This design comes from an exercise in tuning for a short achievable clock period and few clock cycles on the open sky130 flow, not from production work.
Only simulation tests tie the RTL to the original design; equivalence was not proved.
Power and IR drop assume default switching activity.

`flow/design.v`:
```
module RegFile(
	rdata1,			 
	rdata2,			 
	clock,		
	wdata,			 
	waddr,			 
	raddr1,			 
	raddr2,			 
	write,			 
	reset
	);			
output [15:0] rdata1, rdata2; 	
input clock;
input reset;
input [15:0] wdata; 			
input [2:0] raddr1, raddr2; 	
input [2:0] waddr; 			
input write;					
reg [15:0] rdata1, rdata2;
reg [15:0] regcell[0:7];		 
always @(posedge clock)
	begin
	if (reset == 1)
		begin
		regcell[0] <= 0;
		regcell[1] <= 0;
		regcell[2] <= 0;
		regcell[3] <= 0;
		regcell[4] <= 0;
		regcell[5] <= 0;
		regcell[6] <= 0;
		regcell[7] <= 0;
		end
	else if (write==1) regcell[waddr]<=wdata;
	end
always @(*) 
	if (raddr1 == 0) 	rdata1 = 0;
	else rdata1 = regcell[raddr1];
always @(*) 
	if (raddr2 == 0) 	rdata2 = 0;
	else rdata2 = regcell[raddr2];
endmodule
module ALU(
	result,			 
	zero_result,	 
	indata0,		 
	indata1,		 
	select			 
	);		
output [15:0] result;
output zero_result;
input [15:0] indata0, indata1;
input [2:0] select;
reg [15:0] result;
reg zero_result;
always @(indata0 or indata1 or select)
	case(select)
	0: result = indata0 + indata1;
	1: result = indata0 - indata1;
	2: result = (indata0 - indata1) >> 15;
	3: result = indata0 | indata1;
	4: result = indata0 & indata1;
	default: result = 0;
	endcase
always @(result)  
	if (result == 0) 	zero_result = 1;
	else 			  	zero_result = 0;
endmodule
module MUX2(
	result,		 
	indata0,	 
	indata1,	 
	select		 
	);	
output [15:0] result;
input [15:0] indata0, indata1;
input select;
reg [15:0] result;
always @(indata0 or indata1 or select)
	case(select)
	0: result = indata0;
	1: result = indata1;
	endcase
endmodule
module MUX2S(
	result,		 
	indata0,	    
	indata1,	    
	select		 
	);	
output [2:0] result;
input [2:0] indata0, indata1;
input select;
reg [2:0] result;
always @(indata0 or indata1 or select)
	case(select)
	0: result = indata0;
	1: result = indata1;
	endcase
endmodule
module MUX4(
	result,		 
	indata0,	 
	indata1,	 
	indata2,	 
	indata3,	 
	select		 
	);	
output [15:0] result;
input [15:0] indata0, indata1, indata2, indata3;
input [1:0] select;
reg [15:0] result;
always @(indata0 or indata1 or indata2 or indata3 or select)
	case(select)
	0: result = indata0;
	1: result = indata1;
	2: result = indata2;
	3: result = indata3;
	endcase
endmodule
module SignExt(
	result,		 
	value		 
	);		
output [15:0] result;
input [6:0] value;
assign result = {{9{value[6]}},value };  
endmodule
module Control(
	PCControl,   
	RegWrite,    
	RegDst,      
	ALUSrc,      
	ALUSelect, 	 
	Branch,		 
	Jump,        
	MemWrite,    
	MemRead,     
	MemtoReg,    
	clock,	    
	OpCode,	    
	reset		    
	);
output [1:0] PCControl;		
output RegWrite;
output RegDst;
output ALUSrc;
output [2:0] ALUSelect;
output Branch;
output Jump;
output MemWrite;
output MemRead;
output MemtoReg;
input  clock;
input  [3:0] OpCode;		
input  reset;		
reg [1:0] PCControl;
reg RegWrite;
reg RegDst;
reg ALUSrc;
reg [2:0] ALUSelect;
reg Branch;
reg Jump;
reg MemWrite;
reg MemRead;
reg MemtoReg;
reg [1:0] state;	
always @(posedge clock)   
	begin
	if (reset == 1) state <= 0;
	else
		case(state)
			0: state <= 1;
			1: state <= 2;
			2: state <= 3;
			default: state <= 0;
		endcase
	end
always @(*)
	case (state)
		0: PCControl = 1;
		1: PCControl = 0;
		2: PCControl = 0;
		3: PCControl = 2;
	endcase
always @(*)
	begin 
	if (state == 1) 
		begin
		case(OpCode)
		0:			 
			begin
				RegDst = 1;     
				Jump = 0;       
				Branch = 0;     
				MemRead = 0;    
				MemtoReg = 0;   
				ALUSelect = 0;  
				MemWrite = 0;   
				ALUSrc = 0;     
				RegWrite = 1;   
			end
		1:			 
			begin
				RegDst = 1;			 
				Jump = 0;			 
				Branch = 0;			 
				MemRead = 0;		 
				MemtoReg = 0;		 
				ALUSelect = 1;	 
				MemWrite = 0;		 
				ALUSrc = 0;			 
				RegWrite = 1;		 
			end
		2:			 
			begin
				RegDst = 1;			 
				Jump = 0;			 
				Branch = 0;			 
				MemRead = 0;		 
				MemtoReg = 0;		 
				ALUSelect = 2;	 
				MemWrite = 0;		 
				ALUSrc = 0;			 
				RegWrite = 1;		 
			end
		3: 		 
			begin
				RegDst = 0;			 
				Jump = 0;			 
				Branch = 0;			 
				MemRead = 1;		 
				MemtoReg = 1;		 
				ALUSelect = 0;	 
				MemWrite = 0;		 
				ALUSrc = 1;			 
				RegWrite = 1;		 
			end
		4:			 
			begin
				RegDst = 0;			 
				Jump = 0;			 
				Branch = 0;			 
				MemRead = 0;		 
				MemtoReg = 0;		 
				ALUSelect = 0;	 
				MemWrite = 1;		 
				ALUSrc = 1;			 
				RegWrite = 0;		 
			end
		5:			 
			begin
				RegDst = 0;			 
				Jump = 0;			 
				Branch = 1;			 
				MemRead = 0;		 
				MemtoReg = 0;		 
				ALUSelect = 1;	 
				MemWrite = 0;		 
				ALUSrc = 0;			 
				RegWrite = 0;		 
			end
		6: 		 
			begin
				RegDst = 0;			 
				Jump = 0;			 
				Branch = 0;			 
				MemRead = 0;		 
				MemtoReg = 0;		 
				ALUSelect = 0;	 
				MemWrite = 0;		 
				ALUSrc = 1;			 
				RegWrite = 1;		 
			end
		7:			 
			begin
				RegDst = 0;			 
				Jump = 0;			 
				Branch = 0;			 
				MemRead = 0;		 
				MemtoReg = 0;		 
				ALUSelect = 4;	 
				MemWrite = 0;		 
				ALUSrc = 1;			 
				RegWrite = 1;		 
			end
		8:			 
			begin 
				RegDst = 0;
				Jump = 1;
				Branch = 0;
				MemRead = 0;
				MemtoReg = 0;
				ALUSelect = 0;
				MemWrite = 0;
				ALUSrc = 0;
				RegWrite = 0;
			end
		9: 		 
			begin
				RegDst = 0;
				Jump = 1;
				Branch = 0;
				MemRead = 0;
				MemtoReg = 0;
				ALUSelect = 0;
				MemWrite = 0;
				ALUSrc = 0;
				RegWrite = 0;
			end
		10: 		 
			begin
				RegDst = 0;
				Jump = 1;
				Branch = 0;
				MemRead = 0;
				MemtoReg = 0;
				ALUSelect = 0;
				MemWrite = 0;
				ALUSrc = 0;
				RegWrite = 0;
			end
		default:			
			begin
				RegDst = 0;
				Jump = 0;
				Branch = 0;
				MemRead = 0;
				MemtoReg = 0;
				ALUSelect = 0;
				MemWrite = 0;
				ALUSrc = 0;
				RegWrite = 0;
			end
		endcase
	end
	else  
		begin
		RegWrite = 0;
		RegDst = 0;
		ALUSrc = 0;
		ALUSelect = 0;
		Branch = 0;
		Jump = 0;
		MemWrite = 0;
		MemRead = 0;
		MemtoReg = 0;
		end
	end
endmodule
module PMIPSL0(
	imemaddr, 	 
	dmemaddr,	 
	dmemwdata,	 
	dmemwrite,	 
	dmemread,	 
	clock,
	imemrdata,	 
	dmemrdata,	 
	reset		 
	);
output [15:0] imemaddr;     
output [15:0] dmemaddr;     
output [15:0] dmemwdata;    
output dmemwrite;	          
output dmemread;	          
input [16:0] imemrdata;	    
input [15:0] dmemrdata;
input clock;
input reset; 
reg	[31:0] PC; 
wire 	[31:0] PCPlus2;
reg [16:0] IFIDInstr; 
reg [15:0] IFIDPCPlus2;
wire [3:0] IFIDOpcode;
wire [2:0] IFIDReadAddr1;
wire [2:0] IFIDReadAddr2;
wire [2:0] IFIDReadAddr3;
wire [6:0] IFIDConst;
wire [15:0] IDJumpAddr;				 
wire [15:0] IDReadData1; 			 
wire [15:0] IDReadData2;			 
wire [15:0] IDSignExt; 				 
wire [1:0] PCControl;	 
wire RegWrite;
wire RegDst;
wire [2:0] ALUSelect;
wire ALUSrc;
wire Branch;
wire Jump;
wire MemWrite;
wire MemRead;
wire MemtoReg;
reg [15:0] IDEXPCPlus2; 
reg [15:0] IDEXReadData1;
reg [15:0] IDEXReadData2;
reg [2:0] IDEXReadAddr2;
reg [2:0] IDEXReadAddr3;
reg [15:0] IDEXSignExtend;
reg [2:0] IDEXALUSelect;
reg [15:0] IDEXJumpAddr;
reg IDEXALUSrc;
reg IDEXRegDst;
reg IDEXJump;
reg IDEXBranch;
reg IDEXMemRead;
reg IDEXMemtoReg;
reg IDEXMemWrite;
reg IDEXRegWrite;
wire [15:0] EXALUSrc;
wire [15:0] EXALUOut;
wire EXALUZero;
wire [15:0] EXBranchAddr;
wire [2:0] EXWriteAddr;
reg [15:0] EXMEMALUOut;
reg EXMEMALUZero;
reg [15:0] EXMEMBranchAddr;
reg EXMEMBranch;
reg EXMEMRegWrite;
reg EXMEMJump;
reg EXMEMMemWrite;
reg EXMEMMemRead;
reg EXMEMMemtoReg;
reg [15:0] EXMEMReadData2;
reg [2:0] EXMEMWriteAddr;
reg [15:0] EXMEMJumpAddr;
reg [15:0] EXMEMPCPlus2;
wire MEMBranch;
reg [15:0] MEMWBMemRead;
reg [2:0] MEMWBWriteAddr;
reg [15:0] MEMWBALUOut;
reg MEMWBRegWrite;
reg MEMWBMemtoReg;
wire [15:0] WBData;
assign PCPlus2 = PC + 2;  
always @(posedge clock)
	begin
	if (reset==1) 	PC <= 0;
	else if (PCControl == 0) PC <= PC;
	else if (PCControl == 1) PC <= PCPlus2;
	else if (PCControl == 2)
		begin
			if(MEMBranch == 1)
				PC <= EXMEMBranchAddr;
			else if (EXMEMJump == 1)
				PC <= EXMEMJumpAddr;
			else
				PC <= PC;
		end
	end
assign imemaddr = PC;  
always @(posedge clock)
	begin
	if (reset == 1)
		begin
		IFIDInstr <= 0;
		IFIDPCPlus2 <= 0;
		end
	else
		begin
		IFIDPCPlus2 <= PCPlus2;
		IFIDInstr <= imemrdata;
		end
	end
assign IFIDOpcode = IFIDInstr[16:13];
assign IFIDReadAddr1 = IFIDInstr[12:10];
assign IFIDReadAddr2 = IFIDInstr[9:7];
assign IFIDReadAddr3 = IFIDInstr[6:4];
assign IFIDConst = IFIDInstr[6:0];
 RegFile RegFile(
 	IDReadData1,		 
	IDReadData2,		 
	clock,		
	WBData,				 
	MEMWBWriteAddr,	 
	IFIDReadAddr1,		 
	IFIDReadAddr2,		 
	MEMWBRegWrite,
	reset
	);			
assign IDSignExt = {{9{IFIDInstr[6]}},IFIDInstr[6:0]};
assign IDJumpAddr = {IFIDPCPlus2[15:14],IFIDInstr[12:0]<<1};
Control Control(
	PCControl,					
	RegWrite,
	RegDst,
	ALUSrc,
	ALUSelect,
	Branch,
	Jump,
	MemWrite,
	MemRead,
	MemtoReg,
	clock,			
	IFIDOpcode,	 
	reset
	);
always @(posedge clock)
	begin
	IDEXPCPlus2 <= IFIDPCPlus2;	   
	IDEXReadData1 <= IDReadData1;		 
	IDEXReadData2 <= IDReadData2;		 
	IDEXSignExtend <= IDSignExt;	    
	IDEXALUSelect <= ALUSelect;	    
	IDEXReadAddr2 <= IFIDReadAddr2;   
	IDEXReadAddr3 <= IFIDReadAddr3;   
	IDEXBranch <= Branch;
	IDEXJump <= Jump;
	IDEXALUSrc <= ALUSrc;
	IDEXRegDst <= RegDst;
	IDEXRegWrite <= RegWrite;
	IDEXMemWrite <= MemWrite;
	IDEXMemRead <= MemRead;
	IDEXMemWrite <= MemWrite;
	IDEXMemtoReg <= MemtoReg;
	IDEXJumpAddr <= IDJumpAddr;
	end
MUX2S RegDstMux(
	EXWriteAddr,		 
	IDEXReadAddr2,	    
	IDEXReadAddr3,	    
	IDEXRegDst			 
	);
MUX2 ALUMux(
	EXALUSrc,			 
	IDEXReadData2,	    
	IDEXSignExtend,	 
	IDEXALUSrc			 
	);	
ALU ALU(
	EXALUOut,			 
	EXALUZero,			 
	IDEXReadData1,	    
	EXALUSrc,			 
	IDEXALUSelect		 
	);		
assign EXBranchAddr = (IDEXSignExtend << 1) + IDEXPCPlus2;  
always @(posedge clock)
 	begin
	EXMEMALUOut <= EXALUOut;
	EXMEMALUZero <= EXALUZero;
	EXMEMMemtoReg <= IDEXMemtoReg;
	EXMEMMemRead <= IDEXMemRead;
	EXMEMMemWrite <= IDEXMemWrite;
	EXMEMJump <= IDEXJump;
	EXMEMRegWrite <= IDEXRegWrite;
	EXMEMBranch <= IDEXBranch;
	EXMEMBranchAddr <= EXBranchAddr;
	EXMEMReadData2 <= IDEXReadData2;
	EXMEMWriteAddr <= EXWriteAddr;
	EXMEMJumpAddr <= IDEXJumpAddr;
	EXMEMPCPlus2 <= IDEXPCPlus2;
	end
assign MEMBranch = (EXMEMBranch&EXMEMALUZero);
assign dmemaddr = EXMEMALUOut;
assign dmemwdata = EXMEMReadData2;
assign dmemwrite = EXMEMMemWrite;	
assign dmemread = EXMEMMemRead;		
always @(posedge clock)
 	begin
	MEMWBMemRead <= dmemrdata;
	MEMWBALUOut <= EXMEMALUOut;
	MEMWBWriteAddr <= EXMEMWriteAddr;
	MEMWBMemtoReg <= EXMEMMemtoReg;
	MEMWBRegWrite <= EXMEMRegWrite;
	end
MUX2 wbmux(  
	WBData,		
	MEMWBALUOut,
	MEMWBMemRead,		
	MEMWBMemtoReg		
	);	
endmodule
```
`flow/run.sh`:
```
#!/bin/bash
# synth_recipe.tcl (not shown) runs the flow's synth.tcl, then flattens the netlist and writes it again
# the make line also repeats each setting of config.mk as NAME=value (left out here)
make -C /OpenROAD-flow-scripts/flow DESIGN_CONFIG=/design/flow/config.mk WORK_HOME=/design/flow/orfs CLKGATE_MAP_FILE= SYNTH_SCRIPT=/design/flow/synth_recipe.tcl finish
```
`flow/config.mk`:
```
export PLATFORM = sky130hd
export DESIGN_NAME = PMIPSL0
export DESIGN_NICKNAME = PMIPSL0
export VERILOG_FILES = /design/flow/design.v
export SDC_FILE = /design/flow/constraint.sdc
export NUM_CORES = 4
export LEC_CHECK = 0
export CAP_MARGIN = 20
export CORE_MARGIN = 2
export CORE_UTILIZATION = 40
export PLACE_DENSITY = 0.6
export SLEW_MARGIN = 20
```
`flow/constraint.sdc`:
```
create_clock -name core_clock -period 8.0 [get_ports {clock}]
set_input_delay 1.6000 -clock core_clock [delete_from_list [all_inputs] [get_ports {clock}]]
set_output_delay 1.6000 -clock core_clock [all_outputs]
set_load 0.01 [all_outputs]
```
==> run notes <==
-- through the flow --
step | area, um^2 | std cells | setup WS (ps) | power [uW]
final | 17600 | 1974 | 4160 | 4870
after global routing | 17600 | 1974 | 3760 | 5090
after CTS | 17600 | 1974 | 4200 | 4890
after detailed placement | 16400 | 1905 | 3780 | 3160
after global placement | 16400 | 1905 | 3880 | 3150
after floorplan | 15100 | 1366 | 4710 | 2750
-- power breakdown --
part | switching (uW) | total, uW | internal [uW]
Clock | 694 | 1730 | 1040
Combinational | 601 | 988 | 387
Sequential | 142 | 2150 | 2010
Total | 1440 | 4870 | 3430
-- flip-flops by register name, indices dropped and copies added, names as in the netlist, 6 cells and up --
signal           cells
IFIDPCPlus2         16
IDEXReadData1       16
RegFile.regcell    117
MEMWBALUOut         16
EXMEMALUOut         16
IDEXPCPlus2         15
IFIDInstr           17
MEMWBMemRead        16
PC                  16
EXMEMJumpAddr       14
IDEXSignExtend       6
EXMEMBranchAddr     16
IDEXReadData2       16
EXMEMReadData2      16
-- cell usage in the layout (no fill, tap or decap), drive strengths merged, types with 15 or more instances in the layout --
master	instances
clkdlybuf4s50	83
nor2b	29
inv	63
clkbuf	58
a21oi	48
dfxtp	229
xnor2	22
a22oi	40
mux4	32
xor2	15
nor2	186
mux2	30
mux2i	47
o21ai	70
edfxtp	117
nand2b	28
nand2	93
nor3	24
ha	78
-- critical path, cell delays in order (launching register included) --
cell,delay (ps)
dfxtp_1,610
clkinv_1,400
a21oi_1,470
ha_1,380
nor4_2,450
nand3_1,120
a211oi_1,370
o31ai_1,110
a21oi_1,210
xor2_1,170
o221ai_1,180
nor4b_2,270
-- kinds of logic (layout without fill, tap and decap cells) --
kind of cell / after synthesis / after routing / share of synthesized area [%]
multiplexers: 109 / 109 / 10.1
AND/OR/NAND/NOR: 429 / 429 / 13.4
flip-flops: 346 / 346 / 53.6
adder cells (fa/ha/maj): 81 / 81 / 6.85
XOR/XNOR: 37 / 37 / 2.14
buffers and inverters: 129 / 226 / 3.52
AO/OA/AOI/OAI: 235 / 235 / 10.4
-- final cells by class --
class | instances | area, um^2
clock buffer | 58 | 1160
clock inverter | 11 | 88.8
fill | 3451 | 19800
inverter | 60 | 225
multi-input combinational | 891 | 6500
sequential | 346 | 8100
tap | 511 | 639
timing repair buffer | 97 | 933
-- how the worst max path moves through the flow --
stage	slack, ps	to	depth (start not counted)
3_5_place_dp	3780	RegFile.regcell[7][10]$_SDFFCE_PN0P_	5
3_3_place_gp	3880	RegFile.regcell[6][10]$_SDFFCE_PN0P_	5
4_1_cts	4200	EXMEMALUZero$_DFF_P_	11
2_1_floorplan	4710	EXMEMALUZero$_DFF_P_	13
5_1_grt	3760	EXMEMALUZero$_DFF_P_	11
6_report	4160	EXMEMALUZero$_DFF_P_	11
-- metal layers --
metal / global-route usage (%) / vias to the layer above / part of all wire (%)
li1: - / 4972 / -
met1: 29.0 / 5122 / 47
met2: 31.5 / 336 / 45
met3: 3.36 / 63 / 4.9
met4: 7.38 / 0 / 3.0
met5: 0 / - / 0
==> impl_metrics.tcl <==
set metrics [dict create \
    critPathKind "register to register" \
    start_util_pct 40.3 \
    reg2reg_from "IDEXALUSrc$_SDFF_PP0_" \
    irDropWorstVdd_uv 156 \
    gp_congestion 0.863 \
    crit_arrival_ps 4290 \
    r2r-end "EXMEMALUZero$_DFF_P_" \
    dp_hpwl_mm 27.8 \
    num_vias 10500 \
    drc_errors 0 \
    synth-seq-area-share_pct 53.6 \
    io_buffers 84 \
    cts_setup_buffers 0 \
    synth_ff_type "dfxtp_1" \
    cts_resized 0 \
    hp-start "IFIDPCPlus2[13]$_SDFF_PP0_" \
    min_period_ps 3840 \
    grt_pass1_wl_mm 60.7 \
    area_delta_synth_final_pct 16.7 \
    firstDrtPassIters 5 \
    post_drt_wl_per_cell_um 19.9 \
    postSynthCellCount 1366 \
    holdPathStages 0 \
    timing.fmax_mhz 261 \
    htreeDepth 2 \
    die-area_um2 39400 \
    worst_pin_slew_ps 1100 \
    synthDistinctLibCells 81 \
    final_util_pct 47.1 \
    fp.coreArea_um2 37500 \
    reg2regPathDepth 11 \
    synth_nets 1482 \
    whs_endpoint "IDEXPCPlus2[13]$_DFF_P_" \
    ant_nets 0 \
    slew_headroom_pct 24.6 \
    grt_pass1_vias 10300 \
    outcome "timing/DRC/antenna clean" \
    crit_path_end_kind "register" \
    synth_top_cells_by_count "dfxtp_1 (229), nor2_1 (186), edfxtp_1 (117)" \
    cts_buffer_depth 3 \
    avgSynthCellArea_um2 11.1 \
    pin_count 85 \
    synth_area_leaders "dfxtp_1 (30%), edfxtp_1 (23%), ha_1 (6.5%), mux4_2 (4.8%), nor2_1 (4.6%)" \
    r2r_slack_ps 4160 \
    root_buffer "clkbuf_16" \
    diodes 0 \
    die_x_um 198 \
    setup_viol 0 \
    clk_latency_ps 540 \
    ys_warn_count 6 \
    drt-vias-per-instance 5.32 \
    routed_wl_mm 39.3 \
    tns_ps 0 \
    crit_fanout 10 \
    min_period_over_period_pct 48.0 \
    synthArstFlopShare_pct 0 \
    dr.first_iter.drc_count 959 \
    die_h_um 198 \
    cts_tree "yes" \
    clk_pin_slew_ps 60 \
    hold_viol_final 0 \
    grt_overflow 0 \
    antenna_found_initial 0 \
    start_kind "register" \
    cp_data_required_time_ps 8450 \
    maxCapViolCount 0 \
    yosysTopAreaCell "dfxtp_1" \
    hp-class "register to register" \
    cts_num_sinks 346 \
    synth.most_common_cell "dfxtp_1" \
    rows 71 \
    startpoint "IDEXALUSrc$_SDFF_PP0_" \
    ys_seq_elements 346 \
    layout.nets 1550 \
    skew_ps 21.1 \
    synthesis.area_um2 15100 \
    holdWs_ps 319 \
    grtUsageTotal_pct 20.4 \
    final_layout_size_suffix_gt1_share_pct 11.1 \
    slew_violations 0 \
    cts_buffers 38 \
    cts_hold_buf 0 \
    yosys.area.top_type_share_pct 30.3 \
    rsz0062_at_grt "no" \
    synth_edf_count 117 \
    grt_max_degree 62 \
    p_leak_uw 0.00678 \
    powerDensity_nw_per_um2 276 \
]
Testbench counts, summed over its fixed seeds: cycles 414,360.

## what the ideal ports hide
The flow's constraints put no driver on any port. The routed layout listed below was extracted and timed again, unchanged, in two steps.
Step 1 (the two cells are an assumption about what drives the block):
set clk [get_ports {clock}]
set_driving_cell -lib_cell sky130_fd_sc_hd__clkbuf_16 $clk
set_driving_cell -lib_cell sky130_fd_sc_hd__buf_2 [delete_from_list [all_inputs] $clk]
Step 2 moves the port delays by t, midway between the first and last clock arrival at a register: inputs arrive t later, outputs are due t later. That takes back most of the time a late clock gives input paths.
a / b / c = ideal ports / drivers / drivers and shift; a / b = the first two.
t (ns): 0.591
setup WS [ns]: 4.162 / 4.162 / 3.747
worst register clock-pin slew, ns: 0.07 / 0.07
cell pins on the clock port's net: 1
After both steps this run still meets setup and hold. The setup slack of this run moves by 0.000 ns with the drivers and by -0.415 ns with both steps.
